What follows belongs to an exercise in optimizing a design on an open flow for small area; a production flow would make more cautious choices.
Function was checked by simulation only, so behaviour that the tests miss may differ from the original.
Power is estimated from default activity; no workload was simulated.

== run 1 ==
==> flow/design.v <==
`timescale 1ns / 1ps
module clk_divider #(parameter clk_count = 5) (clk_in, reset, clk_out, fall_tick);
input clk_in;
input reset;
output reg clk_out;
output fall_tick;
reg [2:0] counter;
always @(posedge clk_in) begin
    if (reset) begin
        counter <= 3'd0;
        clk_out <= 1'b0;
    end else if (counter[2]) begin
        counter <= 3'd0;
        clk_out <= ~clk_out;
    end else begin
        counter <= counter + 3'd1;
    end
end
assign fall_tick = counter[2] & clk_out;
endmodule
`timescale 1ns / 1ps
module SPI_trans_piso (clk_in, reset, tick, clkout, error, so, cs, shift_done, clk, state, i);
input clk_in, reset, tick, clkout, error;
output so, cs, shift_done;
output reg clk;
output [1:0] state;
output reg [5:0] i;
reg [1:0] st;
reg xf;           
wire [8:0] N;     
reg z;            
reg cy;           
localparam IDLE = 2'd0, WAIT = 2'd1, SHIFT_DATA = 2'd2, SHIFT_DONE = 2'd3;
assign state = st;
wire idle = (st == IDLE);
wire wait_s = (st == WAIT);
wire sd = (st == SHIFT_DATA);
assign shift_done = idle & xf;
assign cs = ~(sd & (i != 6'd0));
reg nb;
always @(*)
    case (i[2:0])
        3'd0: nb = i[5] ? N[0] : N[8];
        3'd1: nb = N[7];
        3'd2: nb = N[6];
        3'd3: nb = N[5];
        3'd4: nb = N[4];
        3'd5: nb = N[3];
        3'd6: nb = N[2];
        default: nb = N[1];
    endcase
assign so = sd & (i[5] | (i[4] & i[3])) & nb;
always @(posedge clk_in) begin
    if (reset) clk <= 1'b0;
    else clk <= ~cs & clkout;
end
always @(posedge clk_in) begin
    if (reset) begin
        st <= IDLE;
        xf <= 1'b0;
        i <= 6'd0;
    end else if (tick) begin
        xf <= st[0];
        case (st)
            IDLE: st <= WAIT;
            WAIT: if (xf) st <= SHIFT_DATA;
            SHIFT_DATA: begin
                if (i[5]) begin
                    i <= 6'd0;
                    st <= SHIFT_DONE;
                end else i <= i + 6'd1;
            end
            SHIFT_DONE: st <= IDLE;
        endcase
    end
end
always @(posedge clk_in) begin
    if (reset) z <= 1'b1;
    else if (tick) z <= ~idle & (error | (z & st[1]));
end
always @(posedge clk_in)
    cy <= idle ? (xf & ~error & (z | ~N[8])) : (cy & N[0]);
wire rot = ~tick & wait_s & ~xf;
wire clr = tick & ((idle & (error | z | N[8])) | (wait_s & ~xf & error));
sel_reg #(.W(9)) n_reg (.clk_in(clk_in), .ld(rot), .hd(~rot & ~clr), .d({N[0] ^ cy, N[8:1]}), .q(N));
endmodule
`timescale 1ns / 1ps
module SIPO (clk_in, clk, reset, latch_r, si, trans_done, po, shift_done_r, state_r, error_r, j);
input clk_in, clk, reset, latch_r, si, trans_done;
output [31:0] po;
output reg shift_done_r;
output reg [2:0] state_r;
output reg error_r;
output reg [5:0] j;
localparam IDLE_r = 3'd0, WAIT_CS_r = 3'd1, SHIFT_DATA_r = 3'd2, SHIFT_DONE_r = 3'd3, ERROR_r = 3'd4;
reg [1:0] ped_sr;
wire [31:0] p_o;
reg [2:0] next_state_r;
wire edge_det = ped_sr[1] & ~ped_sr[0];
wire j_mid = ~j[5] & (j[4:0] != 5'd0) & (j[4:0] != 5'd31);    
always @(posedge clk_in) begin
    ped_sr[0] <= clk;
    ped_sr[1] <= ped_sr[0];
end
always @(*) begin
    case (state_r)
        IDLE_r: next_state_r = WAIT_CS_r;
        WAIT_CS_r: next_state_r = latch_r ? WAIT_CS_r : SHIFT_DATA_r;
        SHIFT_DATA_r:
            if (trans_done & latch_r) next_state_r = SHIFT_DONE_r;
            else if (j_mid & latch_r) next_state_r = ERROR_r;
            else if (trans_done) next_state_r = ERROR_r;
            else next_state_r = SHIFT_DATA_r;
        SHIFT_DONE_r:
            if (shift_done_r & latch_r) next_state_r = IDLE_r;
            else if (j_mid & latch_r) next_state_r = ERROR_r;
            else next_state_r = SHIFT_DONE_r;
        ERROR_r: next_state_r = latch_r ? IDLE_r : ERROR_r;
        default: next_state_r = IDLE_r;
    endcase
end
always @(posedge clk_in) begin
    if (reset) begin
        state_r <= IDLE_r;
        j <= 6'd0;
        error_r <= 1'b0;
        shift_done_r <= 1'b0;
    end else begin
        state_r <= next_state_r;
        case (state_r)
            IDLE_r: begin
                j <= 6'd0;
                error_r <= 1'b0;
                shift_done_r <= 1'b0;
            end
            SHIFT_DATA_r: if (~j[5] & ~latch_r & edge_det) j <= j + 6'd1;
            SHIFT_DONE_r: shift_done_r <= 1'b1;
            ERROR_r: error_r <= 1'b1;
            default: ;
        endcase
    end
end
wire sh = (state_r == SHIFT_DATA_r) & ~j[5] & ~latch_r & edge_det;
wire idle = (state_r == IDLE_r);
sel_reg #(.W(32)) p_o_reg (.clk_in(clk_in), .ld(sh & ~idle), .hd(~sh & ~idle), .d({p_o[30:0], si}), .q(p_o));
sel_reg #(.W(32)) po_reg (.clk_in(clk_in), .ld(shift_done_r & ~reset), .hd(~shift_done_r & ~reset), .d(p_o), .q(po));
endmodule
module sel_reg #(parameter W = 32) (clk_in, ld, hd, d, q);
input clk_in, ld, hd;
input [W-1:0] d;
output reg [W-1:0] q;
always @(posedge clk_in)
    q <= (d & {W{ld}}) | (q & {W{hd}});
endmodule
`timescale 1ns / 1ps
module SPI #(parameter spi_count = 32, parameter clk_count = 5, parameter pi_count = 256) (clk_in, reset, s_d_tx, cs_tx, clk_tx, s_d_rx, cs_rx, clk_rx, rx_data, debug_rx_state, debug_error, debug_rx_done, debug_rx_counter, debug_tx_done, debug_tx_state, debug_tx_counter, debug_divided_clk);
input reset, clk_in;
output s_d_tx, cs_tx, clk_tx;
input s_d_rx, cs_rx, clk_rx;
output [spi_count-1:0] rx_data;
output [2:0] debug_rx_state;
output [2:0] debug_tx_state;
output debug_error;
output debug_rx_done;
output debug_tx_done;
output [spi_count-1:0] debug_rx_counter;
output [spi_count-1:0] debug_tx_counter;
output debug_divided_clk;
wire clkout, tick, error, tx_done;
wire [1:0] tx_state;
wire [5:0] i, j;
assign debug_tx_state = {1'b0, tx_state};
assign debug_tx_counter = {26'd0, i};
assign debug_rx_counter = {26'd0, j};
assign debug_divided_clk = clkout;
assign debug_error = error;
assign debug_tx_done = tx_done;
clk_divider clk_divider_inst (.clk_in(clk_in), .reset(reset), .clk_out(clkout), .fall_tick(tick));
SPI_trans_piso SPI_trans_piso (.clk_in(clk_in), .reset(reset), .tick(tick), .clkout(clkout), .error(error),
    .so(s_d_tx), .cs(cs_tx), .shift_done(tx_done), .clk(clk_tx), .state(tx_state), .i(i));
SIPO SIPO (.clk_in(clk_in), .clk(clk_rx), .reset(reset), .latch_r(cs_rx), .si(s_d_rx), .trans_done(tx_done),
    .po(rx_data), .shift_done_r(debug_rx_done), .state_r(debug_rx_state), .error_r(error), .j(j));
endmodule
clock: 8.0 ns
lec_check: 0
cap_margin: 20
core_margin: 2
core_utilization: 40
place_density: 0.6
slew_margin: 20
standard.sh (not shown) runs the stock make flow with config.mk's settings and CLKGATE_MAP_FILE= SYNTH_SCRIPT=/design/flow/synth_recipe.tcl, a recipe that flattens the netlist after the stock synthesis.
==> flow/flow/run.sh <==
#!/bin/bash
# The standard layout (standard.sh), with these changes:
#  - synthesis: the same script (synth_recipe.tcl), but ABC maps the logic with
#    an area-oriented script (flow/abc_area.script) and Yosys's half/full adder
#    extraction is skipped, so ABC maps adders together with the other logic.
#    Registers are untouched: they are mapped before ABC runs.
#  - one shared tie cell for the constant-0 outputs (no per-load tie cloning),
#  - port buffers use the smallest buffer, sky130_fd_sc_hd__buf_1,
#  - CTS inserts no dummy loads and uses small clock buffers.
set -euo pipefail
W=$(pwd)
cat > my_synth.tcl <<EOT
proc abc {args} {
  set i [lsearch -exact \$args -script]
  if {\$i >= 0} { set args [lreplace \$args [expr {\$i+1}] [expr {\$i+1}] $W/flow/abc_area.script] }
  yosys abc {*}\$args
}
proc extract_fa {args} { }
source $W/synth_recipe.tcl
EOT
sed "s|SYNTH_SCRIPT=[^ ]*|SYNTH_SCRIPT=$W/my_synth.tcl|" standard.sh > my_standard.sh
export SKIP_REPAIR_TIE_FANOUT=1
export BUFFER_PORTS_ARGS="-buffer_cell sky130_fd_sc_hd__buf_1"
export CTS_ARGS="-sink_clustering_enable -dont_use_dummy_load -root_buf sky130_fd_sc_hd__clkbuf_16 -buf_list sky130_fd_sc_hd__clkbuf_16 -sink_clustering_size 60 -sink_clustering_max_diameter 300"
bash my_standard.sh > standard.log 2>&1
==> flow/flow/abc_area.script <==
&get -n
&st
&dch
&nf -R 1000
&put
mfs3 -ae
Run 1 completed; timing, DRC and antenna clean
--- input diff run 1..run 2 ---
- a change of PLACE_DENSITY from 0.6 to 0.85
- a change of CORE_UTILIZATION from 40 to 65
--- a/flow/flow/run.sh
+++ b/flow/flow/run.sh
@@ -22,4 +22,4 @@
 export SKIP_REPAIR_TIE_FANOUT=1
 export BUFFER_PORTS_ARGS="-buffer_cell sky130_fd_sc_hd__buf_1"
-export CTS_ARGS="-sink_clustering_enable -dont_use_dummy_load -root_buf sky130_fd_sc_hd__clkbuf_16 -buf_list sky130_fd_sc_hd__clkbuf_16 -sink_clustering_size 60 -sink_clustering_max_diameter 300"
+export CTS_ARGS="-sink_clustering_enable -repair_clock_nets -dont_use_dummy_load -root_buf sky130_fd_sc_hd__clkbuf_8 -buf_list sky130_fd_sc_hd__clkbuf_4"
 bash my_standard.sh > standard.log 2>&1
Findings:
Run 2 vs. run 1: sum of net half-perimeters after detailed placement neither gained nor lost much, via count picked up an extra 0.65%, register-to-register setup slack neither gained nor lost much. Looking only at fraction of cell area in non-clock buffers, and setting everything else aside, the lower value of run 1 and run 2 goes to run 1. Relative to run 1, floorplan core area decreased by about 40% in run 2. Re register area share after synthesis: no difference whatsoever between run 2 and run 1. Delta (run 2 minus run 1): routed wire length decreased by 87 µm relative to the old numbers, total of plain and repair buffers excluding clock buffers did not really move.
The inputs of run 3 differ from those of run 2 as listed below.
- swapping 0.85 for 0.6 in PLACE_DENSITY
- swapping 65 for 40 in CORE_UTILIZATION
--- a/flow/flow/run.sh
+++ b/flow/flow/run.sh
@@ -22,4 +22,4 @@
 export SKIP_REPAIR_TIE_FANOUT=1
 export BUFFER_PORTS_ARGS="-buffer_cell sky130_fd_sc_hd__buf_1"
-export CTS_ARGS="-sink_clustering_enable -repair_clock_nets -dont_use_dummy_load -root_buf sky130_fd_sc_hd__clkbuf_8 -buf_list sky130_fd_sc_hd__clkbuf_4"
+export CTS_ARGS="-sink_clustering_enable -dont_use_dummy_load -root_buf sky130_fd_sc_hd__clkbuf_8 -buf_list sky130_fd_sc_hd__clkbuf_8 -sink_clustering_size 30 -sink_clustering_max_diameter 150"
 bash my_standard.sh > standard.log 2>&1
## What came out
Smallest setup slack after layout sits higher in run 3 than in run 2.
Diff run 2 -> run 3 | global-route met2 utilization | decrease of 17 points
[run 3] overall routed net length rose 2.2% relative to run 2
There was hardly any difference in total power of the final layout between run 2 and run 3.
Run 3 vs. run 2: met2 routed wirelength shrank by about 9%, final area now sits higher, final non-filler cell total increased 39, met3 wire length went down.
Row combined global-route utilization of all metal layers: run 3 lower / run 2 higher
Run 3 vs run 2, maximum vdd drop went down by about 50%.

[port drivers added, routing unchanged]
No port has a modelled driver above. Below, the same layouts with a new extraction and two added sets of constraints.
Step 1 (the two cells are an assumption about what drives the block):
set clk [get_ports {clk_in}]
set_driving_cell -lib_cell sky130_fd_sc_hd__clkbuf_16 $clk
set_driving_cell -lib_cell sky130_fd_sc_hd__buf_2 [delete_from_list [all_inputs] $clk]
Step 2 times the ports against the registers' clock, not the clock port: input delays grow and output delays shrink by t, the midpoint of the rising clock arrivals with the driver on.
Slacks: ideal ports / drivers / drivers and shift; pairs: ideal ports / drivers.
run | shift t [ns] | setup slack, ns | worst setup path after step 2
run 1 | 0.359 | 4.583 / 4.547 / 4.865 | input to register
run 2 | 0.375 | 4.548 / 4.518 / 4.862 | input to register
run 3 | 0.375 | 4.558 / 4.527 / 4.881 | input to register
After both steps setup and hold are still met in every run listed.
